Background: an optimization exercise with open tools, aiming at small area and a short achievable clock period. Do not read the settings as production practice. Only simulation tests tie the RTL to the original design; equivalence was not proved. Power is estimated from default activity; no workload was simulated.

`flow/design.v`:
```
`timescale 1ns/1ps
module FloatingPoint_Multiplier_Complete (
    input wire         clk,
    input wire         rst,
    input  wire [15:0] a,
    input  wire [15:0] b,
    output reg  [15:0] result,
    output reg         overflow,
    output reg         underflow
);
    wire es_g0 = a[10] & b[10];
    wire es_p0 = a[10] ^ b[10];
    wire es_g1 = a[11] & b[11];
    wire es_p1 = a[11] ^ b[11];
    wire es_g2 = a[12] & b[12];
    wire es_p2 = a[12] ^ b[12];
    wire es_g3 = a[13] & b[13];
    wire es_p3 = a[13] ^ b[13];
    wire es_g4 = a[14] & b[14];
    wire es_p4 = a[14] ^ b[14];
    wire es_G0_1 = es_g1 | (es_p1 & es_g0);
    wire es_P0_1 = es_p1 & es_p0;
    wire es_G0_2 = es_g2 | (es_p2 & es_g1);
    wire es_P0_2 = es_p2 & es_p1;
    wire es_G0_3 = es_g3 | (es_p3 & es_g2);
    wire es_P0_3 = es_p3 & es_p2;
    wire es_G0_4 = es_g4 | (es_p4 & es_g3);
    wire es_P0_4 = es_p4 & es_p3;
    wire es_G1_2 = es_G0_2 | (es_P0_2 & es_g0);
    wire es_P1_2 = es_P0_2 & es_p0;
    wire es_G1_3 = es_G0_3 | (es_P0_3 & es_G0_1);
    wire es_P1_3 = es_P0_3 & es_P0_1;
    wire es_G1_4 = es_G0_4 | (es_P0_4 & es_G0_2);
    wire es_P1_4 = es_P0_4 & es_P0_2;
    wire es_G2_4 = es_G1_4 | (es_P1_4 & es_g0);
    wire es_P2_4 = es_P1_4 & es_p0;
    wire es_s1 = es_p1 ^ es_g0;
    wire es_s2 = es_p2 ^ es_G0_1;
    wire es_s3 = es_p3 ^ es_G1_2;
    wire es_s4 = es_p4 ^ es_G1_3;
    reg        r1_sign, r1_ha;
    reg  [5:0] r1_es;    
    reg  [9:0] r1_ma;
    reg  [5:0] r1_one, r1_two;    
    reg  [4:0] r1_neg;
    wire [12:0] yb = {2'b00, b[14:10] != 5'd0, b[9:0]};
    always @(posedge clk) begin
        r1_sign <= a[15] ^ b[15];
        r1_es   <= ((a[14:0] == 15'd0) | (b[14:0] == 15'd0)) ? 6'h3f : {es_G2_4, es_s4, es_s3, es_s2, es_s1, es_p0};
        r1_ha   <= a[14:10] != 5'd0;
        r1_ma   <= a[9:0];
        r1_one[0] <= yb[0] ^ 1'b0;
        r1_two[0] <= (yb[1] & ~yb[0] & ~1'b0) | (~yb[1] & yb[0] & 1'b0);
        r1_neg[0] <= yb[1];
        r1_one[1] <= yb[2] ^ yb[1];
        r1_two[1] <= (yb[3] & ~yb[2] & ~yb[1]) | (~yb[3] & yb[2] & yb[1]);
        r1_neg[1] <= yb[3];
        r1_one[2] <= yb[4] ^ yb[3];
        r1_two[2] <= (yb[5] & ~yb[4] & ~yb[3]) | (~yb[5] & yb[4] & yb[3]);
        r1_neg[2] <= yb[5];
        r1_one[3] <= yb[6] ^ yb[5];
        r1_two[3] <= (yb[7] & ~yb[6] & ~yb[5]) | (~yb[7] & yb[6] & yb[5]);
        r1_neg[3] <= yb[7];
        r1_one[4] <= yb[8] ^ yb[7];
        r1_two[4] <= (yb[9] & ~yb[8] & ~yb[7]) | (~yb[9] & yb[8] & yb[7]);
        r1_neg[4] <= yb[9];
        r1_one[5] <= yb[10] ^ yb[9];
        r1_two[5] <= (yb[11] & ~yb[10] & ~yb[9]) | (~yb[11] & yb[10] & yb[9]);
    end
    wire [10:0] mx = {r1_ha, r1_ma};
    wire bp0_0 = ((r1_one[0] & mx[0])) ^ r1_neg[0];
    wire bp0_1 = ((r1_one[0] & mx[1]) | (r1_two[0] & mx[0])) ^ r1_neg[0];
    wire bp0_2 = ((r1_one[0] & mx[2]) | (r1_two[0] & mx[1])) ^ r1_neg[0];
    wire bp0_3 = ((r1_one[0] & mx[3]) | (r1_two[0] & mx[2])) ^ r1_neg[0];
    wire bp0_4 = ((r1_one[0] & mx[4]) | (r1_two[0] & mx[3])) ^ r1_neg[0];
    wire bp0_5 = ((r1_one[0] & mx[5]) | (r1_two[0] & mx[4])) ^ r1_neg[0];
    wire bp0_6 = ((r1_one[0] & mx[6]) | (r1_two[0] & mx[5])) ^ r1_neg[0];
    wire bp0_7 = ((r1_one[0] & mx[7]) | (r1_two[0] & mx[6])) ^ r1_neg[0];
    wire bp0_8 = ((r1_one[0] & mx[8]) | (r1_two[0] & mx[7])) ^ r1_neg[0];
    wire bp0_9 = ((r1_one[0] & mx[9]) | (r1_two[0] & mx[8])) ^ r1_neg[0];
    wire bp0_10 = ((r1_one[0] & mx[10]) | (r1_two[0] & mx[9])) ^ r1_neg[0];
    wire bp0_11 = ((r1_two[0] & mx[10])) ^ r1_neg[0];
    wire bp1_0 = ((r1_one[1] & mx[0])) ^ r1_neg[1];
    wire bp1_1 = ((r1_one[1] & mx[1]) | (r1_two[1] & mx[0])) ^ r1_neg[1];
    wire bp1_2 = ((r1_one[1] & mx[2]) | (r1_two[1] & mx[1])) ^ r1_neg[1];
    wire bp1_3 = ((r1_one[1] & mx[3]) | (r1_two[1] & mx[2])) ^ r1_neg[1];
    wire bp1_4 = ((r1_one[1] & mx[4]) | (r1_two[1] & mx[3])) ^ r1_neg[1];
    wire bp1_5 = ((r1_one[1] & mx[5]) | (r1_two[1] & mx[4])) ^ r1_neg[1];
    wire bp1_6 = ((r1_one[1] & mx[6]) | (r1_two[1] & mx[5])) ^ r1_neg[1];
    wire bp1_7 = ((r1_one[1] & mx[7]) | (r1_two[1] & mx[6])) ^ r1_neg[1];
    wire bp1_8 = ((r1_one[1] & mx[8]) | (r1_two[1] & mx[7])) ^ r1_neg[1];
    wire bp1_9 = ((r1_one[1] & mx[9]) | (r1_two[1] & mx[8])) ^ r1_neg[1];
    wire bp1_10 = ((r1_one[1] & mx[10]) | (r1_two[1] & mx[9])) ^ r1_neg[1];
    wire bp1_11 = ((r1_two[1] & mx[10])) ^ r1_neg[1];
    wire bp2_0 = ((r1_one[2] & mx[0])) ^ r1_neg[2];
    wire bp2_1 = ((r1_one[2] & mx[1]) | (r1_two[2] & mx[0])) ^ r1_neg[2];
    wire bp2_2 = ((r1_one[2] & mx[2]) | (r1_two[2] & mx[1])) ^ r1_neg[2];
    wire bp2_3 = ((r1_one[2] & mx[3]) | (r1_two[2] & mx[2])) ^ r1_neg[2];
    wire bp2_4 = ((r1_one[2] & mx[4]) | (r1_two[2] & mx[3])) ^ r1_neg[2];
    wire bp2_5 = ((r1_one[2] & mx[5]) | (r1_two[2] & mx[4])) ^ r1_neg[2];
    wire bp2_6 = ((r1_one[2] & mx[6]) | (r1_two[2] & mx[5])) ^ r1_neg[2];
    wire bp2_7 = ((r1_one[2] & mx[7]) | (r1_two[2] & mx[6])) ^ r1_neg[2];
    wire bp2_8 = ((r1_one[2] & mx[8]) | (r1_two[2] & mx[7])) ^ r1_neg[2];
    wire bp2_9 = ((r1_one[2] & mx[9]) | (r1_two[2] & mx[8])) ^ r1_neg[2];
    wire bp2_10 = ((r1_one[2] & mx[10]) | (r1_two[2] & mx[9])) ^ r1_neg[2];
    wire bp2_11 = ((r1_two[2] & mx[10])) ^ r1_neg[2];
    wire bp3_0 = ((r1_one[3] & mx[0])) ^ r1_neg[3];
    wire bp3_1 = ((r1_one[3] & mx[1]) | (r1_two[3] & mx[0])) ^ r1_neg[3];
    wire bp3_2 = ((r1_one[3] & mx[2]) | (r1_two[3] & mx[1])) ^ r1_neg[3];
    wire bp3_3 = ((r1_one[3] & mx[3]) | (r1_two[3] & mx[2])) ^ r1_neg[3];
    wire bp3_4 = ((r1_one[3] & mx[4]) | (r1_two[3] & mx[3])) ^ r1_neg[3];
    wire bp3_5 = ((r1_one[3] & mx[5]) | (r1_two[3] & mx[4])) ^ r1_neg[3];
    wire bp3_6 = ((r1_one[3] & mx[6]) | (r1_two[3] & mx[5])) ^ r1_neg[3];
    wire bp3_7 = ((r1_one[3] & mx[7]) | (r1_two[3] & mx[6])) ^ r1_neg[3];
    wire bp3_8 = ((r1_one[3] & mx[8]) | (r1_two[3] & mx[7])) ^ r1_neg[3];
    wire bp3_9 = ((r1_one[3] & mx[9]) | (r1_two[3] & mx[8])) ^ r1_neg[3];
    wire bp3_10 = ((r1_one[3] & mx[10]) | (r1_two[3] & mx[9])) ^ r1_neg[3];
    wire bp3_11 = ((r1_two[3] & mx[10])) ^ r1_neg[3];
    wire bp4_0 = ((r1_one[4] & mx[0])) ^ r1_neg[4];
    wire bp4_1 = ((r1_one[4] & mx[1]) | (r1_two[4] & mx[0])) ^ r1_neg[4];
    wire bp4_2 = ((r1_one[4] & mx[2]) | (r1_two[4] & mx[1])) ^ r1_neg[4];
    wire bp4_3 = ((r1_one[4] & mx[3]) | (r1_two[4] & mx[2])) ^ r1_neg[4];
    wire bp4_4 = ((r1_one[4] & mx[4]) | (r1_two[4] & mx[3])) ^ r1_neg[4];
    wire bp4_5 = ((r1_one[4] & mx[5]) | (r1_two[4] & mx[4])) ^ r1_neg[4];
    wire bp4_6 = ((r1_one[4] & mx[6]) | (r1_two[4] & mx[5])) ^ r1_neg[4];
    wire bp4_7 = ((r1_one[4] & mx[7]) | (r1_two[4] & mx[6])) ^ r1_neg[4];
    wire bp4_8 = ((r1_one[4] & mx[8]) | (r1_two[4] & mx[7])) ^ r1_neg[4];
    wire bp4_9 = ((r1_one[4] & mx[9]) | (r1_two[4] & mx[8])) ^ r1_neg[4];
    wire bp4_10 = ((r1_one[4] & mx[10]) | (r1_two[4] & mx[9])) ^ r1_neg[4];
    wire bp4_11 = ((r1_two[4] & mx[10])) ^ r1_neg[4];
    wire bp5_0 = (r1_one[5] & mx[0]);
    wire bp5_1 = (r1_one[5] & mx[1]) | (r1_two[5] & mx[0]);
    wire bp5_2 = (r1_one[5] & mx[2]) | (r1_two[5] & mx[1]);
    wire bp5_3 = (r1_one[5] & mx[3]) | (r1_two[5] & mx[2]);
    wire bp5_4 = (r1_one[5] & mx[4]) | (r1_two[5] & mx[3]);
    wire bp5_5 = (r1_one[5] & mx[5]) | (r1_two[5] & mx[4]);
    wire bp5_6 = (r1_one[5] & mx[6]) | (r1_two[5] & mx[5]);
    wire bp5_7 = (r1_one[5] & mx[7]) | (r1_two[5] & mx[6]);
    wire bp5_8 = (r1_one[5] & mx[8]) | (r1_two[5] & mx[7]);
    wire bp5_9 = (r1_one[5] & mx[9]) | (r1_two[5] & mx[8]);
    wire bp5_10 = (r1_one[5] & mx[10]) | (r1_two[5] & mx[9]);
    wire bp5_11 = (r1_two[5] & mx[10]);
    wire hs0 = r1_neg[3] ^ bp0_6;
    wire hc0 = r1_neg[3] & bp0_6;
    wire hs1 = bp0_7 ^ bp1_5;
    wire hc1 = bp0_7 & bp1_5;
    wire fs0 = r1_neg[4] ^ bp0_8 ^ bp1_6;
    wire fc0 = (r1_neg[4] & bp0_8) | (r1_neg[4] & bp1_6) | (bp0_8 & bp1_6);
    wire hs2 = bp2_4 ^ bp3_2;
    wire hc2 = bp2_4 & bp3_2;
    wire fs1 = bp0_9 ^ bp1_7 ^ bp2_5;
    wire fc1 = (bp0_9 & bp1_7) | (bp0_9 & bp2_5) | (bp1_7 & bp2_5);
    wire hs3 = bp3_3 ^ bp4_1;
    wire hc3 = bp3_3 & bp4_1;
    wire fs2 = bp0_10 ^ bp1_8 ^ bp2_6;
    wire fc2 = (bp0_10 & bp1_8) | (bp0_10 & bp2_6) | (bp1_8 & bp2_6);
    wire fs3 = bp3_4 ^ bp4_2 ^ bp5_0;
    wire fc3 = (bp3_4 & bp4_2) | (bp3_4 & bp5_0) | (bp4_2 & bp5_0);
    wire fs4 = bp0_11 ^ bp1_9 ^ bp2_7;
    wire fc4 = (bp0_11 & bp1_9) | (bp0_11 & bp2_7) | (bp1_9 & bp2_7);
    wire fs5 = bp3_5 ^ bp4_3 ^ bp5_1;
    wire fc5 = (bp3_5 & bp4_3) | (bp3_5 & bp5_1) | (bp4_3 & bp5_1);
    wire fs6 = r1_neg[0] ^ bp1_10 ^ bp2_8;
    wire fc6 = (r1_neg[0] & bp1_10) | (r1_neg[0] & bp2_8) | (bp1_10 & bp2_8);
    wire fs7 = bp3_6 ^ bp4_4 ^ bp5_2;
    wire fc7 = (bp3_6 & bp4_4) | (bp3_6 & bp5_2) | (bp4_4 & bp5_2);
    wire fs8 = r1_neg[0] ^ bp1_11 ^ bp2_9;
    wire fc8 = (r1_neg[0] & bp1_11) | (r1_neg[0] & bp2_9) | (bp1_11 & bp2_9);
    wire fs9 = bp3_7 ^ bp4_5 ^ bp5_3;
    wire fc9 = (bp3_7 & bp4_5) | (bp3_7 & bp5_3) | (bp4_5 & bp5_3);
    wire fs10 = ~r1_neg[0] ^ ~r1_neg[1] ^ bp2_10;
    wire fc10 = (~r1_neg[0] & ~r1_neg[1]) | (~r1_neg[0] & bp2_10) | (~r1_neg[1] & bp2_10);
    wire fs11 = bp3_8 ^ bp4_6 ^ bp5_4;
    wire fc11 = (bp3_8 & bp4_6) | (bp3_8 & bp5_4) | (bp4_6 & bp5_4);
    wire fs12 = 1'b1 ^ bp2_11 ^ bp3_9;
    wire fc12 = (1'b1 & bp2_11) | (1'b1 & bp3_9) | (bp2_11 & bp3_9);
    wire hs4 = bp4_7 ^ bp5_5;
    wire hc4 = bp4_7 & bp5_5;
    wire fs13 = ~r1_neg[2] ^ bp3_10 ^ bp4_8;
    wire fc13 = (~r1_neg[2] & bp3_10) | (~r1_neg[2] & bp4_8) | (bp3_10 & bp4_8);
    wire hs5 = 1'b1 ^ bp3_11;
    wire hc5 = 1'b1 & bp3_11;
    wire hs6 = r1_neg[2] ^ bp0_4;
    wire hc6 = r1_neg[2] & bp0_4;
    wire hs7 = bp0_5 ^ bp1_3;
    wire hc7 = bp0_5 & bp1_3;
    wire fs14 = bp1_4 ^ bp2_2 ^ bp3_0;
    wire fc14 = (bp1_4 & bp2_2) | (bp1_4 & bp3_0) | (bp2_2 & bp3_0);
    wire fs15 = bp2_3 ^ bp3_1 ^ hc0;
    wire fc15 = (bp2_3 & bp3_1) | (bp2_3 & hc0) | (bp3_1 & hc0);
    wire fs16 = bp4_0 ^ hc1 ^ hs2;
    wire fc16 = (bp4_0 & hc1) | (bp4_0 & hs2) | (hc1 & hs2);
    wire fs17 = hc2 ^ hs3 ^ fc0;
    wire fc17 = (hc2 & hs3) | (hc2 & fc0) | (hs3 & fc0);
    wire fs18 = hc3 ^ fc1 ^ fs2;
    wire fc18 = (hc3 & fc1) | (hc3 & fs2) | (fc1 & fs2);
    wire fs19 = fc2 ^ fc3 ^ fs4;
    wire fc19 = (fc2 & fc3) | (fc2 & fs4) | (fc3 & fs4);
    wire fs20 = fc4 ^ fc5 ^ fs6;
    wire fc20 = (fc4 & fc5) | (fc4 & fs6) | (fc5 & fs6);
    wire fs21 = fc6 ^ fc7 ^ fs8;
    wire fc21 = (fc6 & fc7) | (fc6 & fs8) | (fc7 & fs8);
    wire fs22 = fc8 ^ fc9 ^ fs10;
    wire fc22 = (fc8 & fc9) | (fc8 & fs10) | (fc9 & fs10);
    wire fs23 = hs4 ^ fc10 ^ fc11;
    wire fc23 = (hs4 & fc10) | (hs4 & fc11) | (fc10 & fc11);
    wire fs24 = bp5_6 ^ hc4 ^ fc12;
    wire fc24 = (bp5_6 & hc4) | (bp5_6 & fc12) | (hc4 & fc12);
    wire fs25 = bp4_9 ^ bp5_7 ^ hs5;
    wire fc25 = (bp4_9 & bp5_7) | (bp4_9 & hs5) | (bp5_7 & hs5);
    wire fs26 = ~r1_neg[3] ^ bp4_10 ^ bp5_8;
    wire fc26 = (~r1_neg[3] & bp4_10) | (~r1_neg[3] & bp5_8) | (bp4_10 & bp5_8);
    wire hs8 = 1'b1 ^ bp4_11;
    wire hc8 = 1'b1 & bp4_11;
    wire hs9 = r1_neg[1] ^ bp0_2;
    wire hc9 = r1_neg[1] & bp0_2;
    wire hs10 = bp0_3 ^ bp1_1;
    wire hc10 = bp0_3 & bp1_1;
    wire fs27 = bp1_2 ^ bp2_0 ^ hs6;
    wire fc27 = (bp1_2 & bp2_0) | (bp1_2 & hs6) | (bp2_0 & hs6);
    wire fs28 = bp2_1 ^ hc6 ^ hs7;
    wire fc28 = (bp2_1 & hc6) | (bp2_1 & hs7) | (hc6 & hs7);
    wire fs29 = hc7 ^ hs0 ^ fs14;
    wire fc29 = (hc7 & hs0) | (hc7 & fs14) | (hs0 & fs14);
    wire fs30 = hs1 ^ fc14 ^ fs15;
    wire fc30 = (hs1 & fc14) | (hs1 & fs15) | (fc14 & fs15);
    wire fs31 = fs0 ^ fc15 ^ fs16;
    wire fc31 = (fs0 & fc15) | (fs0 & fs16) | (fc15 & fs16);
    wire fs32 = fs1 ^ fc16 ^ fs17;
    wire fc32 = (fs1 & fc16) | (fs1 & fs17) | (fc16 & fs17);
    wire fs33 = fs3 ^ fc17 ^ fs18;
    wire fc33 = (fs3 & fc17) | (fs3 & fs18) | (fc17 & fs18);
    wire fs34 = fs5 ^ fc18 ^ fs19;
    wire fc34 = (fs5 & fc18) | (fs5 & fs19) | (fc18 & fs19);
    wire fs35 = fs7 ^ fc19 ^ fs20;
    wire fc35 = (fs7 & fc19) | (fs7 & fs20) | (fc19 & fs20);
    wire fs36 = fs9 ^ fc20 ^ fs21;
    wire fc36 = (fs9 & fc20) | (fs9 & fs21) | (fc20 & fs21);
    wire fs37 = fs11 ^ fc21 ^ fs22;
    wire fc37 = (fs11 & fc21) | (fs11 & fs22) | (fc21 & fs22);
    wire fs38 = fs12 ^ fc22 ^ fs23;
    wire fc38 = (fs12 & fc22) | (fs12 & fs23) | (fc22 & fs23);
    wire fs39 = fs13 ^ fc23 ^ fs24;
    wire fc39 = (fs13 & fc23) | (fs13 & fs24) | (fc23 & fs24);
    wire fs40 = fc13 ^ fc24 ^ fs25;
    wire fc40 = (fc13 & fc24) | (fc13 & fs25) | (fc24 & fs25);
    wire fs41 = hc5 ^ fs26 ^ fc25;
    wire fc41 = (hc5 & fs26) | (hc5 & fc25) | (fs26 & fc25);
    wire fs42 = bp5_9 ^ hs8 ^ fc26;
    wire fc42 = (bp5_9 & hs8) | (bp5_9 & fc26) | (hs8 & fc26);
    wire fs43 = ~r1_neg[4] ^ bp5_10 ^ hc8;
    wire fc43 = (~r1_neg[4] & bp5_10) | (~r1_neg[4] & hc8) | (bp5_10 & hc8);
    wire hs11 = 1'b1 ^ bp5_11;
    wire lo_g0 = r1_neg[0] & bp0_0;
    wire lo_p0 = r1_neg[0] ^ bp0_0;
    wire lo_g2 = bp1_0 & hs9;
    wire lo_p2 = bp1_0 ^ hs9;
    wire lo_g3 = hc9 & hs10;
    wire lo_p3 = hc9 ^ hs10;
    wire lo_g4 = hc10 & fs27;
    wire lo_p4 = hc10 ^ fs27;
    wire lo_g5 = fc27 & fs28;
    wire lo_p5 = fc27 ^ fs28;
    wire lo_g6 = fc28 & fs29;
    wire lo_p6 = fc28 ^ fs29;
    wire lo_g7 = fc29 & fs30;
    wire lo_p7 = fc29 ^ fs30;
    wire lo_G0_1 = (bp0_1 & lo_g0);
    wire lo_P0_1 = bp0_1 & lo_p0;
    wire lo_G0_2 = lo_g2;
    wire lo_P0_2 = lo_p2 & bp0_1;
    wire lo_G0_3 = lo_g3 | (lo_p3 & lo_g2);
    wire lo_P0_3 = lo_p3 & lo_p2;
    wire lo_G0_4 = lo_g4 | (lo_p4 & lo_g3);
    wire lo_P0_4 = lo_p4 & lo_p3;
    wire lo_G0_5 = lo_g5 | (lo_p5 & lo_g4);
    wire lo_P0_5 = lo_p5 & lo_p4;
    wire lo_G0_6 = lo_g6 | (lo_p6 & lo_g5);
    wire lo_P0_6 = lo_p6 & lo_p5;
    wire lo_G0_7 = lo_g7 | (lo_p7 & lo_g6);
    wire lo_P0_7 = lo_p7 & lo_p6;
    wire lo_G1_2 = lo_G0_2 | (lo_P0_2 & lo_g0);
    wire lo_P1_2 = lo_P0_2 & lo_p0;
    wire lo_G1_3 = lo_G0_3 | (lo_P0_3 & lo_G0_1);
    wire lo_P1_3 = lo_P0_3 & lo_P0_1;
    wire lo_G1_4 = lo_G0_4 | (lo_P0_4 & lo_G0_2);
    wire lo_P1_4 = lo_P0_4 & lo_P0_2;
    wire lo_G1_5 = lo_G0_5 | (lo_P0_5 & lo_G0_3);
    wire lo_P1_5 = lo_P0_5 & lo_P0_3;
    wire lo_G1_6 = lo_G0_6 | (lo_P0_6 & lo_G0_4);
    wire lo_P1_6 = lo_P0_6 & lo_P0_4;
    wire lo_G1_7 = lo_G0_7 | (lo_P0_7 & lo_G0_5);
    wire lo_P1_7 = lo_P0_7 & lo_P0_5;
    wire lo_G2_4 = lo_G1_4 | (lo_P1_4 & lo_g0);
    wire lo_P2_4 = lo_P1_4 & lo_p0;
    wire lo_G2_5 = lo_G1_5 | (lo_P1_5 & lo_G0_1);
    wire lo_P2_5 = lo_P1_5 & lo_P0_1;
    wire lo_G2_6 = lo_G1_6 | (lo_P1_6 & lo_G1_2);
    wire lo_P2_6 = lo_P1_6 & lo_P1_2;
    wire lo_G2_7 = lo_G1_7 | (lo_P1_7 & lo_G1_3);
    wire lo_P2_7 = lo_P1_7 & lo_P1_3;
    wire lo_s1 = bp0_1 ^ lo_g0;
    wire lo_s2 = lo_p2 ^ lo_G0_1;
    wire lo_s3 = lo_p3 ^ lo_G1_2;
    wire lo_s4 = lo_p4 ^ lo_G1_3;
    wire lo_s5 = lo_p5 ^ lo_G2_4;
    wire lo_s6 = lo_p6 ^ lo_G2_5;
    wire lo_s7 = lo_p7 ^ lo_G2_6;
    wire [7:0] nlo = {lo_s7, lo_s6, lo_s5, lo_s4, lo_s3, lo_s2, lo_s1, lo_p0};
    wire zq0 = ~(r1_neg[0] ^ bp0_0);
    wire zq1 = ~(bp0_1 ^ (r1_neg[0] | bp0_0));
    wire zq2 = ~((bp1_0 ^ hs9) ^ bp0_1);
    wire zq3 = ~((hc9 ^ hs10) ^ (bp1_0 | hs9));
    wire zq4 = ~((hc10 ^ fs27) ^ (hc9 | hs10));
    wire zq5 = ~((fc27 ^ fs28) ^ (hc10 | fs27));
    wire zq6 = ~((fc28 ^ fs29) ^ (fc27 | fs28));
    wire zq7 = ~((fc29 ^ fs30) ^ (fc28 | fs29));
    wire zq8 = ~((fc30 ^ fs31) ^ (fc29 | fs30));
    wire zq9 = ~((fc31 ^ fs32) ^ (fc30 | fs31));
    wire zr1 = ~(bp0_1 ^ (r1_neg[0] & bp0_0));
    wire z08 = zq0 & zq1 & zq2 & zq3 & zq4 & zq5 & zq6 & zq7 & zq8;    
    wire z19 = zr1 & zq2 & zq3 & zq4 & zq5 & zq6 & zq7 & zq8 & zq9;    
    reg [21:8] r2_a;
    reg [21:8] r2_b;
    reg        r2_cin;
    reg        r2_zA;
    reg        r2_zB;
    reg        r2_z0c;
    reg        r2_z1c;
    reg        r2_sign;
    reg  [5:0] r2_es;
    always @(posedge clk) begin
        r2_cin <= lo_G2_7;
        r2_zA <= zq2 & zq3 & zq4 & zq5;
        r2_zB <= zq6 & zq7 & zq8;
        r2_z0c <= zq0 & zq1;
        r2_z1c <= zr1 & zq9;
        r2_a[8] <= fc30;
        r2_b[8] <= fs31;
        r2_a[9] <= fc31;
        r2_b[9] <= fs32;
        r2_a[10] <= fc32;
        r2_b[10] <= fs33;
        r2_a[11] <= fc33;
        r2_b[11] <= fs34;
        r2_a[12] <= fc34;
        r2_b[12] <= fs35;
        r2_a[13] <= fc35;
        r2_b[13] <= fs36;
        r2_a[14] <= fc36;
        r2_b[14] <= fs37;
        r2_a[15] <= fs38;
        r2_b[15] <= fc37;
        r2_a[16] <= fc38;
        r2_b[16] <= fs39;
        r2_a[17] <= fc39;
        r2_b[17] <= fs40;
        r2_a[18] <= fc40;
        r2_b[18] <= fs41;
        r2_a[19] <= fs42;
        r2_b[19] <= fc41;
        r2_a[20] <= fs43;
        r2_b[20] <= fc42;
        r2_a[21] <= hs11;
        r2_b[21] <= fc43;
        r2_sign <= r1_sign;
        r2_es <= r1_es;
    end
    wire hi_g0 = r2_a[8] & r2_b[8];
    wire hi_p0 = r2_a[8] ^ r2_b[8];
    wire hi_g1 = r2_a[9] & r2_b[9];
    wire hi_p1 = r2_a[9] ^ r2_b[9];
    wire hi_g2 = r2_a[10] & r2_b[10];
    wire hi_p2 = r2_a[10] ^ r2_b[10];
    wire hi_g3 = r2_a[11] & r2_b[11];
    wire hi_p3 = r2_a[11] ^ r2_b[11];
    wire hi_g4 = r2_a[12] & r2_b[12];
    wire hi_p4 = r2_a[12] ^ r2_b[12];
    wire hi_g5 = r2_a[13] & r2_b[13];
    wire hi_p5 = r2_a[13] ^ r2_b[13];
    wire hi_g6 = r2_a[14] & r2_b[14];
    wire hi_p6 = r2_a[14] ^ r2_b[14];
    wire hi_g7 = r2_a[15] & r2_b[15];
    wire hi_p7 = r2_a[15] ^ r2_b[15];
    wire hi_g8 = r2_a[16] & r2_b[16];
    wire hi_p8 = r2_a[16] ^ r2_b[16];
    wire hi_g9 = r2_a[17] & r2_b[17];
    wire hi_p9 = r2_a[17] ^ r2_b[17];
    wire hi_g10 = r2_a[18] & r2_b[18];
    wire hi_p10 = r2_a[18] ^ r2_b[18];
    wire hi_g11 = r2_a[19] & r2_b[19];
    wire hi_p11 = r2_a[19] ^ r2_b[19];
    wire hi_g12 = r2_a[20] & r2_b[20];
    wire hi_p12 = r2_a[20] ^ r2_b[20];
    wire hi_g13 = r2_a[21] & r2_b[21];
    wire hi_p13 = r2_a[21] ^ r2_b[21];
    wire hi_G0_1 = hi_g1 | (hi_p1 & hi_g0);
    wire hi_P0_1 = hi_p1 & hi_p0;
    wire hi_G0_2 = hi_g2 | (hi_p2 & hi_g1);
    wire hi_P0_2 = hi_p2 & hi_p1;
    wire hi_G0_3 = hi_g3 | (hi_p3 & hi_g2);
    wire hi_P0_3 = hi_p3 & hi_p2;
    wire hi_G0_4 = hi_g4 | (hi_p4 & hi_g3);
    wire hi_P0_4 = hi_p4 & hi_p3;
    wire hi_G0_5 = hi_g5 | (hi_p5 & hi_g4);
    wire hi_P0_5 = hi_p5 & hi_p4;
    wire hi_G0_6 = hi_g6 | (hi_p6 & hi_g5);
    wire hi_P0_6 = hi_p6 & hi_p5;
    wire hi_G0_7 = hi_g7 | (hi_p7 & hi_g6);
    wire hi_P0_7 = hi_p7 & hi_p6;
    wire hi_G0_8 = hi_g8 | (hi_p8 & hi_g7);
    wire hi_P0_8 = hi_p8 & hi_p7;
    wire hi_G0_9 = hi_g9 | (hi_p9 & hi_g8);
    wire hi_P0_9 = hi_p9 & hi_p8;
    wire hi_G0_10 = hi_g10 | (hi_p10 & hi_g9);
    wire hi_P0_10 = hi_p10 & hi_p9;
    wire hi_G0_11 = hi_g11 | (hi_p11 & hi_g10);
    wire hi_P0_11 = hi_p11 & hi_p10;
    wire hi_G0_12 = hi_g12 | (hi_p12 & hi_g11);
    wire hi_P0_12 = hi_p12 & hi_p11;
    wire hi_G0_13 = hi_g13 | (hi_p13 & hi_g12);
    wire hi_P0_13 = hi_p13 & hi_p12;
    wire hi_G1_2 = hi_G0_2 | (hi_P0_2 & hi_g0);
    wire hi_P1_2 = hi_P0_2 & hi_p0;
    wire hi_G1_3 = hi_G0_3 | (hi_P0_3 & hi_G0_1);
    wire hi_P1_3 = hi_P0_3 & hi_P0_1;
    wire hi_G1_4 = hi_G0_4 | (hi_P0_4 & hi_G0_2);
    wire hi_P1_4 = hi_P0_4 & hi_P0_2;
    wire hi_G1_5 = hi_G0_5 | (hi_P0_5 & hi_G0_3);
    wire hi_P1_5 = hi_P0_5 & hi_P0_3;
    wire hi_G1_6 = hi_G0_6 | (hi_P0_6 & hi_G0_4);
    wire hi_P1_6 = hi_P0_6 & hi_P0_4;
    wire hi_G1_7 = hi_G0_7 | (hi_P0_7 & hi_G0_5);
    wire hi_P1_7 = hi_P0_7 & hi_P0_5;
    wire hi_G1_8 = hi_G0_8 | (hi_P0_8 & hi_G0_6);
    wire hi_P1_8 = hi_P0_8 & hi_P0_6;
    wire hi_G1_9 = hi_G0_9 | (hi_P0_9 & hi_G0_7);
    wire hi_P1_9 = hi_P0_9 & hi_P0_7;
    wire hi_G1_10 = hi_G0_10 | (hi_P0_10 & hi_G0_8);
    wire hi_P1_10 = hi_P0_10 & hi_P0_8;
    wire hi_G1_11 = hi_G0_11 | (hi_P0_11 & hi_G0_9);
    wire hi_P1_11 = hi_P0_11 & hi_P0_9;
    wire hi_G1_12 = hi_G0_12 | (hi_P0_12 & hi_G0_10);
    wire hi_P1_12 = hi_P0_12 & hi_P0_10;
    wire hi_G1_13 = hi_G0_13 | (hi_P0_13 & hi_G0_11);
    wire hi_P1_13 = hi_P0_13 & hi_P0_11;
    wire hi_G2_4 = hi_G1_4 | (hi_P1_4 & hi_g0);
    wire hi_P2_4 = hi_P1_4 & hi_p0;
    wire hi_G2_5 = hi_G1_5 | (hi_P1_5 & hi_G0_1);
    wire hi_P2_5 = hi_P1_5 & hi_P0_1;
    wire hi_G2_6 = hi_G1_6 | (hi_P1_6 & hi_G1_2);
    wire hi_P2_6 = hi_P1_6 & hi_P1_2;
    wire hi_G2_7 = hi_G1_7 | (hi_P1_7 & hi_G1_3);
    wire hi_P2_7 = hi_P1_7 & hi_P1_3;
    wire hi_G2_8 = hi_G1_8 | (hi_P1_8 & hi_G1_4);
    wire hi_P2_8 = hi_P1_8 & hi_P1_4;
    wire hi_G2_9 = hi_G1_9 | (hi_P1_9 & hi_G1_5);
    wire hi_P2_9 = hi_P1_9 & hi_P1_5;
    wire hi_G2_10 = hi_G1_10 | (hi_P1_10 & hi_G1_6);
    wire hi_P2_10 = hi_P1_10 & hi_P1_6;
    wire hi_G2_11 = hi_G1_11 | (hi_P1_11 & hi_G1_7);
    wire hi_P2_11 = hi_P1_11 & hi_P1_7;
    wire hi_G2_12 = hi_G1_12 | (hi_P1_12 & hi_G1_8);
    wire hi_P2_12 = hi_P1_12 & hi_P1_8;
    wire hi_G2_13 = hi_G1_13 | (hi_P1_13 & hi_G1_9);
    wire hi_P2_13 = hi_P1_13 & hi_P1_9;
    wire hi_G3_8 = hi_G2_8 | (hi_P2_8 & hi_g0);
    wire hi_P3_8 = hi_P2_8 & hi_p0;
    wire hi_G3_9 = hi_G2_9 | (hi_P2_9 & hi_G0_1);
    wire hi_P3_9 = hi_P2_9 & hi_P0_1;
    wire hi_G3_10 = hi_G2_10 | (hi_P2_10 & hi_G1_2);
    wire hi_P3_10 = hi_P2_10 & hi_P1_2;
    wire hi_G3_11 = hi_G2_11 | (hi_P2_11 & hi_G1_3);
    wire hi_P3_11 = hi_P2_11 & hi_P1_3;
    wire hi_G3_12 = hi_G2_12 | (hi_P2_12 & hi_G2_4);
    wire hi_P3_12 = hi_P2_12 & hi_P2_4;
    wire hi_G3_13 = hi_G2_13 | (hi_P2_13 & hi_G2_5);
    wire hi_P3_13 = hi_P2_13 & hi_P2_5;
    wire hi_s0 = hi_p0 ^ r2_cin;
    wire hi_C1 = hi_g0 | (hi_p0 & r2_cin);
    wire hi_s1 = hi_p1 ^ hi_C1;
    wire hi_C2 = hi_G0_1 | (hi_P0_1 & r2_cin);
    wire hi_s2 = hi_p2 ^ hi_C2;
    wire hi_C3 = hi_G1_2 | (hi_P1_2 & r2_cin);
    wire hi_s3 = hi_p3 ^ hi_C3;
    wire hi_C4 = hi_G1_3 | (hi_P1_3 & r2_cin);
    wire hi_s4 = hi_p4 ^ hi_C4;
    wire hi_C5 = hi_G2_4 | (hi_P2_4 & r2_cin);
    wire hi_s5 = hi_p5 ^ hi_C5;
    wire hi_C6 = hi_G2_5 | (hi_P2_5 & r2_cin);
    wire hi_s6 = hi_p6 ^ hi_C6;
    wire hi_C7 = hi_G2_6 | (hi_P2_6 & r2_cin);
    wire hi_s7 = hi_p7 ^ hi_C7;
    wire hi_C8 = hi_G2_7 | (hi_P2_7 & r2_cin);
    wire hi_s8 = hi_p8 ^ hi_C8;
    wire hi_C9 = hi_G3_8 | (hi_P3_8 & r2_cin);
    wire hi_s9 = hi_p9 ^ hi_C9;
    wire hi_C10 = hi_G3_9 | (hi_P3_9 & r2_cin);
    wire hi_s10 = hi_p10 ^ hi_C10;
    wire hi_C11 = hi_G3_10 | (hi_P3_10 & r2_cin);
    wire hi_s11 = hi_p11 ^ hi_C11;
    wire hi_C12 = hi_G3_11 | (hi_P3_11 & r2_cin);
    wire hi_s12 = hi_p12 ^ hi_C12;
    wire hi_C13 = hi_G3_12 | (hi_P3_12 & r2_cin);
    wire hi_s13 = hi_p13 ^ hi_C13;
    wire hi_C14 = hi_G3_13 | (hi_P3_13 & r2_cin);
    wire tie0 = hi_s1 & r2_zA & r2_zB & r2_z0c;
    wire tie1 = hi_s2 & r2_zA & r2_zB & r2_z1c;
    wire r0_a0_1 = hi_s2 & hi_s1;
    wire r0_a0_2 = hi_s3 & hi_s2;
    wire r0_a0_3 = hi_s4 & hi_s3;
    wire r0_a0_4 = hi_s5 & hi_s4;
    wire r0_a0_5 = hi_s6 & hi_s5;
    wire r0_a0_6 = hi_s7 & hi_s6;
    wire r0_a0_7 = hi_s8 & hi_s7;
    wire r0_a0_8 = hi_s9 & hi_s8;
    wire r0_a0_9 = hi_s10 & hi_s9;
    wire r0_a0_10 = hi_s11 & hi_s10;
    wire r0_a0_11 = hi_s12 & hi_s11;
    wire r0_a1_2 = r0_a0_2 & hi_s1;
    wire r0_a1_3 = r0_a0_3 & r0_a0_1;
    wire r0_a1_4 = r0_a0_4 & r0_a0_2;
    wire r0_a1_5 = r0_a0_5 & r0_a0_3;
    wire r0_a1_6 = r0_a0_6 & r0_a0_4;
    wire r0_a1_7 = r0_a0_7 & r0_a0_5;
    wire r0_a1_8 = r0_a0_8 & r0_a0_6;
    wire r0_a1_9 = r0_a0_9 & r0_a0_7;
    wire r0_a1_10 = r0_a0_10 & r0_a0_8;
    wire r0_a1_11 = r0_a0_11 & r0_a0_9;
    wire r0_a2_4 = r0_a1_4 & hi_s1;
    wire r0_a2_5 = r0_a1_5 & r0_a0_1;
    wire r0_a2_6 = r0_a1_6 & r0_a1_2;
    wire r0_a2_7 = r0_a1_7 & r0_a1_3;
    wire r0_a2_8 = r0_a1_8 & r0_a1_4;
    wire r0_a2_9 = r0_a1_9 & r0_a1_5;
    wire r0_a2_10 = r0_a1_10 & r0_a1_6;
    wire r0_a2_11 = r0_a1_11 & r0_a1_7;
    wire r0_a3_8 = r0_a2_8 & hi_s1;
    wire r0_a3_9 = r0_a2_9 & r0_a0_1;
    wire r0_a3_10 = r0_a2_10 & r0_a1_2;
    wire r0_a3_11 = r0_a2_11 & r0_a1_3;
    wire r0_0 = hi_s2 ^ hi_s1;
    wire r0_1 = hi_s3 ^ r0_a0_1;
    wire r0_2 = hi_s4 ^ r0_a1_2;
    wire r0_3 = hi_s5 ^ r0_a1_3;
    wire r0_4 = hi_s6 ^ r0_a2_4;
    wire r0_5 = hi_s7 ^ r0_a2_5;
    wire r0_6 = hi_s8 ^ r0_a2_6;
    wire r0_7 = hi_s9 ^ r0_a2_7;
    wire r0_8 = hi_s10 ^ r0_a3_8;
    wire r0_9 = hi_s11 ^ r0_a3_9;
    wire r0_10 = hi_s12 ^ r0_a3_10;
    wire c9 = (r2_a[8] & r2_b[8]) | ((r2_a[8] ^ r2_b[8]) & r2_cin);
    wire ones920 = ((r2_a[9] ^ r2_b[9]) ^ c9) & ((r2_a[9] & r2_b[9]) ^ (r2_a[10] ^ r2_b[10])) & ((r2_a[10] & r2_b[10]) ^ (r2_a[11] ^ r2_b[11])) & ((r2_a[11] & r2_b[11]) ^ (r2_a[12] ^ r2_b[12])) & ((r2_a[12] & r2_b[12]) ^ (r2_a[13] ^ r2_b[13])) & ((r2_a[13] & r2_b[13]) ^ (r2_a[14] ^ r2_b[14])) & ((r2_a[14] & r2_b[14]) ^ (r2_a[15] ^ r2_b[15])) & ((r2_a[15] & r2_b[15]) ^ (r2_a[16] ^ r2_b[16])) & ((r2_a[16] & r2_b[16]) ^ (r2_a[17] ^ r2_b[17])) & ((r2_a[17] & r2_b[17]) ^ (r2_a[18] ^ r2_b[18])) & ((r2_a[18] & r2_b[18]) ^ (r2_a[19] ^ r2_b[19])) & ((r2_a[19] & r2_b[19]) ^ (r2_a[20] ^ r2_b[20]));
    wire r0_top = hi_s13 | ones920;    
    wire r1_a0_1 = hi_s3 & hi_s2;
    wire r1_a0_2 = hi_s4 & hi_s3;
    wire r1_a0_3 = hi_s5 & hi_s4;
    wire r1_a0_4 = hi_s6 & hi_s5;
    wire r1_a0_5 = hi_s7 & hi_s6;
    wire r1_a0_6 = hi_s8 & hi_s7;
    wire r1_a0_7 = hi_s9 & hi_s8;
    wire r1_a0_8 = hi_s10 & hi_s9;
    wire r1_a0_9 = hi_s11 & hi_s10;
    wire r1_a0_10 = hi_s12 & hi_s11;
    wire r1_a1_2 = r1_a0_2 & hi_s2;
    wire r1_a1_3 = r1_a0_3 & r1_a0_1;
    wire r1_a1_4 = r1_a0_4 & r1_a0_2;
    wire r1_a1_5 = r1_a0_5 & r1_a0_3;
    wire r1_a1_6 = r1_a0_6 & r1_a0_4;
    wire r1_a1_7 = r1_a0_7 & r1_a0_5;
    wire r1_a1_8 = r1_a0_8 & r1_a0_6;
    wire r1_a1_9 = r1_a0_9 & r1_a0_7;
    wire r1_a1_10 = r1_a0_10 & r1_a0_8;
    wire r1_a2_4 = r1_a1_4 & hi_s2;
    wire r1_a2_5 = r1_a1_5 & r1_a0_1;
    wire r1_a2_6 = r1_a1_6 & r1_a1_2;
    wire r1_a2_7 = r1_a1_7 & r1_a1_3;
    wire r1_a2_8 = r1_a1_8 & r1_a1_4;
    wire r1_a2_9 = r1_a1_9 & r1_a1_5;
    wire r1_a2_10 = r1_a1_10 & r1_a1_6;
    wire r1_a3_8 = r1_a2_8 & hi_s2;
    wire r1_a3_9 = r1_a2_9 & r1_a0_1;
    wire r1_a3_10 = r1_a2_10 & r1_a1_2;
    wire r1_0 = hi_s3 ^ hi_s2;
    wire r1_1 = hi_s4 ^ r1_a0_1;
    wire r1_2 = hi_s5 ^ r1_a1_2;
    wire r1_3 = hi_s6 ^ r1_a1_3;
    wire r1_4 = hi_s7 ^ r1_a2_4;
    wire r1_5 = hi_s8 ^ r1_a2_5;
    wire r1_6 = hi_s9 ^ r1_a2_6;
    wire r1_7 = hi_s10 ^ r1_a2_7;
    wire r1_8 = hi_s11 ^ r1_a3_8;
    wire r1_9 = hi_s12 ^ r1_a3_9;
    wire [9:0] mant0 = {r0_9, r0_8, r0_7, r0_6, r0_5, r0_4, r0_3, r0_2, r0_1, r0_0} & ~{9'd0, tie0};
    wire [9:0] mant1 = {r1_9, r1_8, r1_7, r1_6, r1_5, r1_4, r1_3, r1_2, r1_1, r1_0} & ~{9'd0, tie1};
    wire [9:0] mant  = r0_top ? mant1 : mant0;
    wire       r2_zero = &r2_es;
    wire       ovf0 = r2_es >= 6'd46;
    wire       ovf1 = r2_es >= 6'd45;
    wire       unf0 = r2_es <= 6'd15;
    wire       unf1 = r2_es <= 6'd14;
    wire [4:0] ef0  = r2_es[4:0] + 5'd17;
    wire [4:0] ef1  = r2_es[4:0] + 5'd18;
    wire       ovf  = r0_top ? ovf1 : ovf0;
    wire       unf  = r0_top ? unf1 : unf0;
    wire [4:0] ef   = r0_top ? ef1 : ef0;
    reg        r3_nz, r3_ovf, r3_unf;    
    reg [15:0] r3_val;
    always @(posedge clk or posedge rst) begin
        if (rst) begin
            r3_nz  <= 1'b0;
            r3_ovf <= 1'b0;
            r3_unf <= 1'b0;
            r3_val <= 16'd0;
        end else begin
            r3_nz  <= ~r2_zero & ~ovf & ~unf;
            r3_ovf <= ~r2_zero & ovf;
            r3_unf <= ~r2_zero & ~ovf & unf;
            r3_val <= {r2_sign, ef, mant};
        end
    end
    always @(*) begin
        result    = r3_nz ? r3_val : (r3_ovf ? 16'h7F80 : 16'd0);
        overflow  = r3_ovf;
        underflow = r3_unf;
    end
endmodule
```
`flow/flow/run.sh`:
```
#!/bin/bash
# Own layout flow: the standard flow (standard.sh) with two changes:
#  - synthesis runs Yosys's synth without its generic "abc -fast" pass
#    (-noabc), so the full adders written in the RTL reach extract_fa as
#    written instead of being remapped first; everything else in
#    synth_recipe.tcl (flatten, renames, registers) is unchanged;
#  - port buffers use the buffer cell named in flow/ports.txt.
# Each tool's output is in the ORFS logs under orfs/logs; make's own output
# goes to flow.log here.
set -euo pipefail
here=$(pwd)
first=$(head -n 1 synth_recipe.tcl)
if [[ "$first" != 'proc synth {args} { yosys synth -nofsm -noshare {*}$args }' ]]; then
  echo "unexpected first line of synth_recipe.tcl: $first" >&2
  exit 1
fi
{ echo 'proc synth {args} { yosys synth -nofsm -noshare -noabc {*}$args }'; tail -n +2 synth_recipe.tcl; } > own_synth.tcl
buf=$(tr -d ' \n' < flow/ports.txt)
sed -e "s#SYNTH_SCRIPT=[^ ]*#SYNTH_SCRIPT=$here/own_synth.tcl 'BUFFER_PORTS_ARGS=-buffer_cell $buf'#" standard.sh > own_standard.sh
grep -q own_synth.tcl own_standard.sh
bash own_standard.sh > flow.log 2>&1
```
`flow/flow/ports.txt`:
```
sky130_fd_sc_hd__buf_1
```
`flow/standard.sh`:
```
#!/bin/bash
# synth_recipe.tcl (not shown) runs the flow's synth.tcl, then flattens the netlist and writes it again
# the make line also repeats each setting of config.mk as NAME=value (left out here)
make -C /OpenROAD-flow-scripts/flow DESIGN_CONFIG=/design/flow/config.mk WORK_HOME=/design/flow/orfs CLKGATE_MAP_FILE= SYNTH_SCRIPT=/design/flow/synth_recipe.tcl "${@:-finish}"
```
`flow/config.mk`:
```
export PLATFORM = sky130hd
export DESIGN_NAME = FloatingPoint_Multiplier_Complete
export DESIGN_NICKNAME = FloatingPoint_Multiplier_Complete
export VERILOG_FILES = /design/flow/design.v
export SDC_FILE = /design/flow/constraint.sdc
export NUM_CORES = 4
export LEC_CHECK = 0
export ABC_CLOCK_PERIOD_IN_PS = 2500
export CAP_MARGIN = 20
export CORE_MARGIN = 2
export CORE_UTILIZATION = 55
export CTS_BUF_LIST = sky130_fd_sc_hd__clkbuf_8
export SETUP_SLACK_MARGIN = 3.5
export SLEW_MARGIN = 20
```
`flow/constraint.sdc`:
```
create_clock -name core_clock -period 7.5 [get_ports {clk}]
set_input_delay 1.5000 -clock core_clock [delete_from_list [all_inputs] [get_ports {clk}]]
set_output_delay 1.5000 -clock core_clock [all_outputs]
set_load 0.01 [all_outputs]
```
==> tab_implementation.tex, run 1 <==
\begin{tabular}{lr}
\hline
Metric & Value \\
\hline
\multicolumn{2}{l}{\textbf{Setup path}} \\
\quad R2r endpoint & r3\_val[9] \\
\quad Peak per-stage delay on the critical path & 0.78 ns \\
\quad Cells along the critical path & ha\_1 -> fa\_1 -> a31oi\_4 -> o21ai\_2 -> a211oi\_2 -> o21bai\_4 -> xor2\_2 -> nor2\_1 -> o41ai\_1 -> a211o\_1 \\
\quad Critical Path End & r3\_val[9] \\
\quad Reg2Reg Launch Point & r2\_a[9] \\
\quad Reg2Reg Setup Slack & 4.06 ns \\
\quad Critical path arrival & 3.71 ns \\
\quad Worst-path maximum fanout & 14 \\
\quad Worst EP required & 7.77 ns \\
\quad Start-to-end type of the worst setup path & reg2reg \\
\quad Kind of start point of the critical path & register \\
\quad Category of the worst setup path capture point & register \\
\quad CP Launch Point & r2\_a[9] \\
\quad Count of cells along the worst register-to-register path & 10 \\
\quad Critical-path top delay cell & nor2\_1 \\
\multicolumn{2}{l}{\textbf{GRT}} \\
\quad Number of antenna violations at the first check in global routing & 0 \\
\quad Global-route wire length before repair & 23200 um \\
\quad Overflow left after global routing & 0 \\
\quad Via count of the first global-routing pass & 4678 \\
\quad Global-route usage over all layers & 22.4\% \\
\quad Maximum number of pins on one net before global-route repair & 20 \\
\multicolumn{2}{l}{\textbf{Finish}} \\
\quad Most common cell after layout, fill and taps aside & xnor2\_1 \\
\quad Commonest cells after routing, fill and taps aside & 78 x xnor2\_1, 75 x dfxtp\_1, 55 x nand2\_1, 55 x fa\_1 \\
\quad Fillcell total & 1053 \\
\quad Antenna cell count & 0 \\
\quad \# nets final & 824 \\
\quad Final Util & 59.9\% \\
\quad Fraction of final layout cells with drive strength greater than 1 & 6.27\% \\
\quad Non-filler cells, final & 833 \\
\quad Synth-to-Final Area Change & 6.15\% \\
\multicolumn{2}{l}{\textbf{Power and ir drop}} \\
\quad Logic pwr share & 66.1\% \\
\quad Worst vdd ir & 0.000186 V \\
\quad Power density normalized to cell area & 459 nW/um\^{}2 \\
\quad Internal power summed over all cells & 1.73 mW \\
\quad Fraction of power consumed by sequential logic & 23.9\% \\
\quad Overall Power & 3.30 mW \\
\quad Relative contribution of the clock network to total power & 10.0\% \\
\quad Sw Pwr & 1.57 mW \\
\quad Leakage power summed over all cells & 2.97 nW \\
\quad Switching part of the total & 47.6\% \\
\multicolumn{2}{l}{\textbf{STA}} \\
\quad Final hold vios & 0 \\
\quad Worst clock skew on the final layout & 0.00704 ns \\
\quad RSZ-0062 raised after global routing & false \\
\quad Slew Limit Fails & 0 \\
\quad Total negative slack & 0 ns \\
\quad Maximum achievable frequency & 0.291 GHz \\
\quad Minimum clock period after layout & 3.44 ns \\
\quad Final critical-path share of the clock period & 45.8\% \\
\quad Worst slew margin relative to its limit & 35.5\% \\
\quad Setup-violating endpoint count in the final report & 0 \\
\quad Slack of the critical path & 4.06 ns \\
\quad Measured slew at the worst slew-check pin & 0.964 ns \\
\multicolumn{2}{l}{\textbf{Route}} \\
\quad Antenna viol nets, final & 0 \\
\quad Vias per std cell & 5.71 \\
\quad Routed via count & 4757 \\
\quad Starting DRC count in detailed routing & 295 \\
\quad Drt drc & 0 \\
\quad First-pass iteration count of the detailed router & 5 \\
\quad DRT Wirelength & 13700 um \\
\quad Average routed wire per standard cell & 16.4 um \\
\multicolumn{2}{l}{\textbf{Synth}} \\
\quad Prevailing post-synth register cell & dfxtp\_1 \\
\quad Synth async-reset ratio & 20.2\% \\
\quad Synthesized-area fraction occupied by xor and xnor cells & 14.5\% \\
\quad Cell area after technology mapping & 6780 um\^{}2 \\
\quad Average cell area after synthesis & 10.4 um\^{}2 \\
\quad Compound-cell area share of the yosys netlist & 14.9\% \\
\quad Count of state elements after synthesis & 94 \\
\quad Yosys warning total & 1 \\
\quad Nets in the synthesized netlist & 797 \\
\quad Number of flops mapped to enable cells by yosys & 0 \\
\quad Area fraction in and, or, nand and nor cells after synthesis & 10.6\% \\
\quad Sequential area share after synthesis & 29.2\% \\
\quad Synth Instances & 654 \\
\quad Post-synthesis share of cell area spent on full adders, half adders and majority gates & 26.2\% \\
\quad Mux contribution to synthesized area & 0.295\% \\
\quad Post-synth cell types & 66 \\
\quad Combinational family with the most area after synthesis & adder cells \\
\multicolumn{2}{l}{\textbf{CTS}} \\
\quad Post-cts gate resize count & 0 \\
\quad Number of H-tree levels & 3 \\
\quad Clock Root Buffer & clkbuf\_8 \\
\quad Number of CTS-inserted buffers & 9 \\
\quad Clock tree from TritonCTS & built \\
\quad Number of sinks on the clock net & 94 \\
\quad Post-CTS setup buffer count & 0 \\
\quad Clock network latency to the later pin of the worst-skew pair & 0.38 ns \\
\quad Quantity of hold-fixing buffers added after cts & 0 \\
\quad Maximum number of buffers from clock root to sink & 2 \\
\quad Post-CTS clock slew at the launch and capture registers of the worst setup and hold paths & 0.10 ns \\
\multicolumn{2}{l}{\textbf{Floorplanning}} \\
\quad Std-Cell Rows & 40 \\
\quad Top-Level Pins & 52 \\
\quad Vertical die dimension & 115 um \\
\quad Die area & 13200 um\^{}2 \\
\quad Initial core utilization & 56.4\% \\
\quad Chip Width & 115 um \\
\quad Core Box Area & 12000 um\^{}2 \\
\multicolumn{2}{l}{\textbf{Job}} \\
\quad Max Cap Viol & 0 \\
\multicolumn{2}{l}{\textbf{Min path}} \\
\quad HP Class & reg2reg \\
\multicolumn{2}{l}{\textbf{Placed design}} \\
\quad Worst setup slack after placement & 4.08 ns \\
\quad Placed cell count & 817 \\
\quad Final Wtd Congestion & 0.890 \\
\quad Total half-perimeter wirelength after legalization and detailed placement & 10700 um \\
\quad Count of buffers from port buffering & 51 \\
\multicolumn{2}{l}{\textbf{Run status}} \\
\quad Status & no timing/DRC/antenna violations \\
\hline
\end{tabular}
-- through the flow --
stage                     area (um^2)  hold WS (ns)
after floorplan                  6780         0.310
after CTS                        7190         0.335
after detailed placement         7000         0.315
final                            7190         0.332
after global routing             7190         0.346
after global placement           7000         0.312
-- final cells by class --
type | count | area [um^2] | share of cell area (%)
clock buffer | 9 | 124 | 1.72
clock inverter | 7 | 72.6 | 1.01
inverter | 37 | 139 | 1.93
multi-input combinational | 488 | 4510 | 62.6
sequential | 94 | 1980 | 27.5
tap | 147 | 184 | 2.56
timing repair buffer | 51 | 191 | 2.66
-- critical path: cells and delay by family (launching register included) --
family	cells	cell delay (ns)
flip-flops	1	0.31
XOR/XNOR	1	0.19
adder cells (fa/ha/maj)	2	0.72
AND/OR/NAND/NOR	1	0.78
AO/OA/AOI/OAI	6	1.32
-- metal layers --
layer	vias up	global-route usage, %	share of wire (%)
met5	-	0	0
met4	0	7.71	1.2
met3	10	2.53	4.1
met2	123	36.1	48
met1	2327	31.7	47
li1	2297	-	-
-- cells in the mapped netlist, types with 10 or more instances --
library cell / instances / area (um^2)
dfrtp_1: 19 / 475
a21oi_1: 14 / 70.1
clkbuf_1: 26 / 97.6
and2_1: 10 / 62.6
nand3_1: 10 / 50.1
dfxtp_1: 75 / 1500
inv_1: 37 / 139
a22oi_1: 54 / 405
xor2_1: 23 / 201
nand2_1: 55 / 206
xnor2_1: 78 / 683
o21ai_0: 13 / 65.1
fa_1: 55 / 1100
ha_1: 54 / 676
nor2_1: 18 / 67.6
-- kinds of logic after synthesis --
kind of cell | after synthesis
AOI/OAI and AO/OA | 127
xor gates and xnor gates | 107
adders and majority gates | 109
buffers and inverters | 72
DFF | 94
muxes | 2
and+or+nand+nor | 143
-- power groups by stage --
stage	Sequential, mW	Clock (mW)	Combinational, mW
floorplan	0.747	0	1.79
global placement	0.799	0	2.15
detailed placement	0.804	0	2.19
CTS	0.791	0.343	2.20
global route	0.812	0.366	2.45
finish	0.788	0.331	2.18
-- worst min path at each step --
| stage | endpoint | slack (ns) | cells after the start | from |
|---|---|---|---|---|
| 2_1_floorplan | r2_es[0] | 0.31 | 0 | r1_es[0] |
| 3_3_place_gp | r2_es[3] | 0.31 | 0 | r1_es[3] |
| 3_5_place_dp | r2_es[3] | 0.31 | 0 | r1_es[3] |
| 4_1_cts | r2_es[1] | 0.34 | 0 | r1_es[1] |
| 5_1_grt | r2_sign | 0.35 | 0 | r1_sign |
| 6_report | r2_es[1] | 0.33 | 0 | r1_es[1] |
-- state kept, by name (all words and copies together), names as in the netlist, 5 cells and up --
name	count
r1_one	6
r2_es	6
r1_neg	5
r1_es	6
r1_ma	10
r1_two	6
r2_b	14
r2_a	14
r3_val	16
==> inputs of run 2 (changes only) <==
--- a/flow/config.mk
+++ b/flow/config.mk
@@ -10,5 +10,5 @@
 export CORE_MARGIN = 2
 export CORE_UTILIZATION = 55
 export CTS_BUF_LIST = sky130_fd_sc_hd__clkbuf_8
-export SETUP_SLACK_MARGIN = 3.5
+export SETUP_SLACK_MARGIN = 5.0
 export SLEW_MARGIN = 20
==> tab_implementation.tex, run 2 <==
\begin{tabular}{lr}
\hline
Metric & Value \\
\hline
\multicolumn{2}{l}{\textbf{Route}} \\
\quad Starting DRC count in detailed routing & 342 \\
\quad Vias per std cell & 5.73 \\
\quad Antenna viol nets, final & 0 \\
\quad Drt drc & 0 \\
\quad Average routed wire per standard cell & 17.6 um \\
\quad Routed via count & 5153 \\
\quad DRT Wirelength & 15800 um \\
\quad First-pass iteration count of the detailed router & 5 \\
\multicolumn{2}{l}{\textbf{Floorplanning}} \\
\quad Die area & 13200 um\^{}2 \\
\quad Vertical die dimension & 115 um \\
\quad Top-Level Pins & 52 \\
\quad Initial core utilization & 56.4\% \\
\quad Std-Cell Rows & 40 \\
\quad Chip Width & 115 um \\
\quad Core Box Area & 12000 um\^{}2 \\
\multicolumn{2}{l}{\textbf{GRT}} \\
\quad Overflow left after global routing & 0 \\
\quad Global-route usage over all layers & 24.8\% \\
\quad Via count of the first global-routing pass & 5197 \\
\quad Maximum number of pins on one net before global-route repair & 20 \\
\quad Global-route wire length before repair & 25700 um \\
\quad Number of antenna violations at the first check in global routing & 0 \\
\multicolumn{2}{l}{\textbf{Job}} \\
\quad Max Cap Viol & 0 \\
\multicolumn{2}{l}{\textbf{CTS}} \\
\quad Clock network latency to the later pin of the worst-skew pair & 0.38 ns \\
\quad Clock Root Buffer & clkbuf\_8 \\
\quad Quantity of hold-fixing buffers added after cts & 0 \\
\quad Maximum number of buffers from clock root to sink & 2 \\
\quad Post-CTS clock slew at the launch and capture registers of the worst setup and hold paths & 0.10 ns \\
\quad Clock tree from TritonCTS & built \\
\quad Number of CTS-inserted buffers & 9 \\
\quad Number of H-tree levels & 3 \\
\quad Number of sinks on the clock net & 94 \\
\multicolumn{2}{l}{\textbf{Finish}} \\
\quad Flip-flop count of the largest register, all copies and words added & 16 \\
\quad Synth-to-Final Area Change & 28.8\% \\
\quad Total area of multi-input combinational cells & 5360 um\^{}2 \\
\quad Antenna cell count & 0 \\
\quad Top reg by flops & r3\_val \\
\quad \# nets final & 890 \\
\quad Largest regs & r3\_val (16), r2\_a (14), r2\_b (14) \\
\quad Area taken by flip-flops and latches & 2090 um\^{}2 \\
\quad Fraction of final layout cells with drive strength greater than 1 & 38.0\% \\
\quad Post-Layout Inst Area & 8730 um\^{}2 \\
\quad Most common cell after layout, fill and taps aside & xnor2\_1 \\
\quad Commonest cells after routing, fill and taps aside & 65 x xnor2\_1, 58 x buf\_4, 50 x nand2\_1 \\
\quad Fillcell total & 880 \\
\multicolumn{2}{l}{\textbf{Synth}} \\
\quad Cell accounting for the most synthesized area & dfxtp\_1 \\
\quad Prevailing post-synth register cell & dfxtp\_1 \\
\quad Most frequently used cell type in the post-synthesis netlist & xnor2\_1 \\
\quad Top cells by area, synth & dfxtp\_1 22\%, fa\_1 16\%, xnor2\_1 10\% \\
\quad Cell area after technology mapping & 6780 um\^{}2 \\
\quad Synth Instances & 654 \\
\quad Average cell area after synthesis & 10.4 um\^{}2 \\
\quad Sequential area share after synthesis & 29.2\% \\
\quad Synth async-reset ratio & 20.2\% \\
\quad Ranking of synthesized cells by instance count & 78 x xnor2\_1, 75 x dfxtp\_1, 55 x fa\_1, 55 x nand2\_1 \\
\quad Post-synth cell types & 66 \\
\quad Count of state elements after synthesis & 94 \\
\quad Yosys warning total & 1 \\
\quad Nets in the synthesized netlist & 797 \\
\quad Portion of synthesized cell area occupied by the leading cell type & 22.2\% \\
\quad Number of flops mapped to enable cells by yosys & 0 \\
\multicolumn{2}{l}{\textbf{STA}} \\
\quad Worst slew margin relative to its limit & 43.3\% \\
\quad Minimum clock period after layout & 2.77 ns \\
\quad Final critical-path share of the clock period & 36.9\% \\
\quad Maximum achievable frequency & 0.362 GHz \\
\quad Measured slew at the worst slew-check pin & 0.848 ns \\
\quad Final hold vios & 0 \\
\quad Setup-violating endpoint count in the final report & 0 \\
\quad Slew Limit Fails & 0 \\
\quad Worst clock skew on the final layout & 0.0131 ns \\
\quad Total negative slack & 0 ns \\
\quad RSZ-0062 raised after global routing & true \\
\multicolumn{2}{l}{\textbf{Setup path}} \\
\quad Cells along the critical path & ha\_4 -> fa\_2 -> buf\_4 -> a2111oi\_4 -> o41ai\_4 -> xor2\_1 -> nand4\_1 -> nor2\_2 -> a211oi\_2 -> a211o\_1 \\
\quad Kind of cell adding the most delay to the critical path & compound AO/OA/AOI/OAI gates \\
\quad Critical path depth in cells & 10 \\
\quad Critical Path End & r3\_val[9] \\
\quad Count of cells along the worst register-to-register path & 10 \\
\quad Sum of buffers and inverters on the critical path & 1 \\
\quad R2r endpoint & r3\_val[9] \\
\quad Critical-path top delay cell & fa\_2 \\
\quad Worst-path maximum fanout & 4 \\
\quad Reg2Reg Launch Point & r2\_a[13] \\
\quad Worst EP required & 7.78 ns \\
\quad Kind of start point of the critical path & register \\
\quad Start-to-end type of the worst setup path & reg2reg \\
\quad Peak per-stage delay on the critical path & 0.39 ns \\
\quad CP Launch Point & r2\_a[13] \\
\quad Reg2Reg Setup Slack & 4.73 ns \\
\quad Category of the worst setup path capture point & register \\
\quad Critical path arrival & 3.05 ns \\
\multicolumn{2}{l}{\textbf{Power and ir drop}} \\
\quad Leakage power summed over all cells & 3.52 nW \\
\quad Worst vdd ir & 0.000253 V \\
\quad Power density normalized to cell area & 519 nW/um\^{}2 \\
\quad Overall Power & 4.53 mW \\
\multicolumn{2}{l}{\textbf{Min path}} \\
\quad HP Class & reg2reg \\
\multicolumn{2}{l}{\textbf{Placed design}} \\
\quad Instance area after placement & 7050 um\^{}2 \\
\quad Final Wtd Congestion & 0.931 \\
\quad Total half-perimeter wirelength after legalization and detailed placement & 10800 um \\
\quad Count of buffers from port buffering & 51 \\
\multicolumn{2}{l}{\textbf{Run status}} \\
\quad Status & no timing/DRC/antenna violations \\
\hline
\end{tabular}
## run 2: cell counts after synthesis
No cell type changed its count.
## run 2: cells by family (layout without fill, tap and decap cells)
| group | Yosys count | count (layout) | share of synthesized area (%) |
|---|---|---|---|
| simple gates | 143 | 144 | 10.6 |
| mux | 2 | 2 | 0.295 |
| buf+inv | 72 | 169 | 4.34 |
| compound gates | 127 | 127 | 14.9 |
| fa+ha+maj | 109 | 109 | 26.2 |
| flops | 94 | 94 | 29.2 |
| xor+xnor | 107 | 107 | 14.5 |
## run 2: metrics by stage
stage               hold slack [ns]  instances  utilization, %  setup slack [ns]
detailed placement            0.312        817            58.7              4.48
global route                  0.346        899            72.7              4.67
floorplan                     0.310        654               -              4.90
CTS                           0.337        870            67.1              4.74
finish                        0.336        899            72.7              4.73
global placement              0.311        817            58.7              4.54
## run 2: repair_timing
action,in CTS,in global routing
resized for setup,133,102
pin swaps,34,57
cloned,0,1
setup endpoints to repair,53,55
buffers inserted,37,28
## run 2: how the worst min path moves through the flow
| stage | startpoint | end | slack, ns | depth (start not counted) |
|---|---|---|---|---|
| after floorplan | r1_es[0] | r2_es[0] | 0.31 | 0 |
| after global placement | r1_sign | r2_sign | 0.31 | 0 |
| after detailed placement | r1_es[5] | r2_es[5] | 0.31 | 0 |
| after CTS | r1_es[5] | r2_es[5] | 0.34 | 0 |
| after global routing | r1_es[4] | r2_es[4] | 0.35 | 0 |
| final | r1_es[5] | r2_es[5] | 0.34 | 0 |
## run 2: final cells by class
class	instances	area share (%)
Clock buffer	9	1.42
Clock inverter	7	1.05
Inverter	37	1.59
Multi-Input combinational cell	489	61.5
Sequential cell	94	23.9
Tap cell	147	2.11
Timing Repair Buffer	116	8.43
## run 2: power by group
part	internal, mW	switching [mW]	total, mW
registers	0.679	0.135	0.814
clock network	0.163	0.201	0.364
logic	1.62	1.73	3.35
## run 2: routing by layer
metal	wire length (um)	vias to the layer above	part of all wire, %	GRT usage, %
met1	7150	2556	45	34.4
met2	7770	143	49	40.2
met4	275	0	1.7	8.43
li1	-	2432	-	-
met3	639	22	4.0	3.53
met5	0	-	0	0

-- port drivers added, routing unchanged --
The flow's constraints put no driver on any port. The routed layouts listed below were extracted and timed again, unchanged, in two steps.
Step 1 (the two cells are an assumption about what drives the block):
set clk [get_ports {clk}]
set_driving_cell -lib_cell sky130_fd_sc_hd__clkbuf_16 $clk
set_driving_cell -lib_cell sky130_fd_sc_hd__buf_2 [delete_from_list [all_inputs] $clk]
Step 2 moves the port delays by t, midway between the first and last clock arrival at a register: inputs arrive t later, outputs are due t later. That takes back most of the time a late clock gives input paths.
Slacks: ideal ports / drivers / drivers and shift; pairs: ideal ports / drivers.
| run | t (ns) | slack for setup (ns) | worst setup path at the end | worst register clock-pin slew, ns |
|---|---|---|---|---|
| run 1 | 0.408 | 4.064 / 4.064 / 4.064 | register to register | 0.10 / 0.10 |
| run 2 | 0.411 | 4.735 / 4.730 / 4.694 | input to register | 0.10 / 0.10 |
After both steps every run listed still meets setup and hold. The setup slack of run 2, which loses most, moves by -0.005 ns with the drivers and by -0.041 ns with both steps.
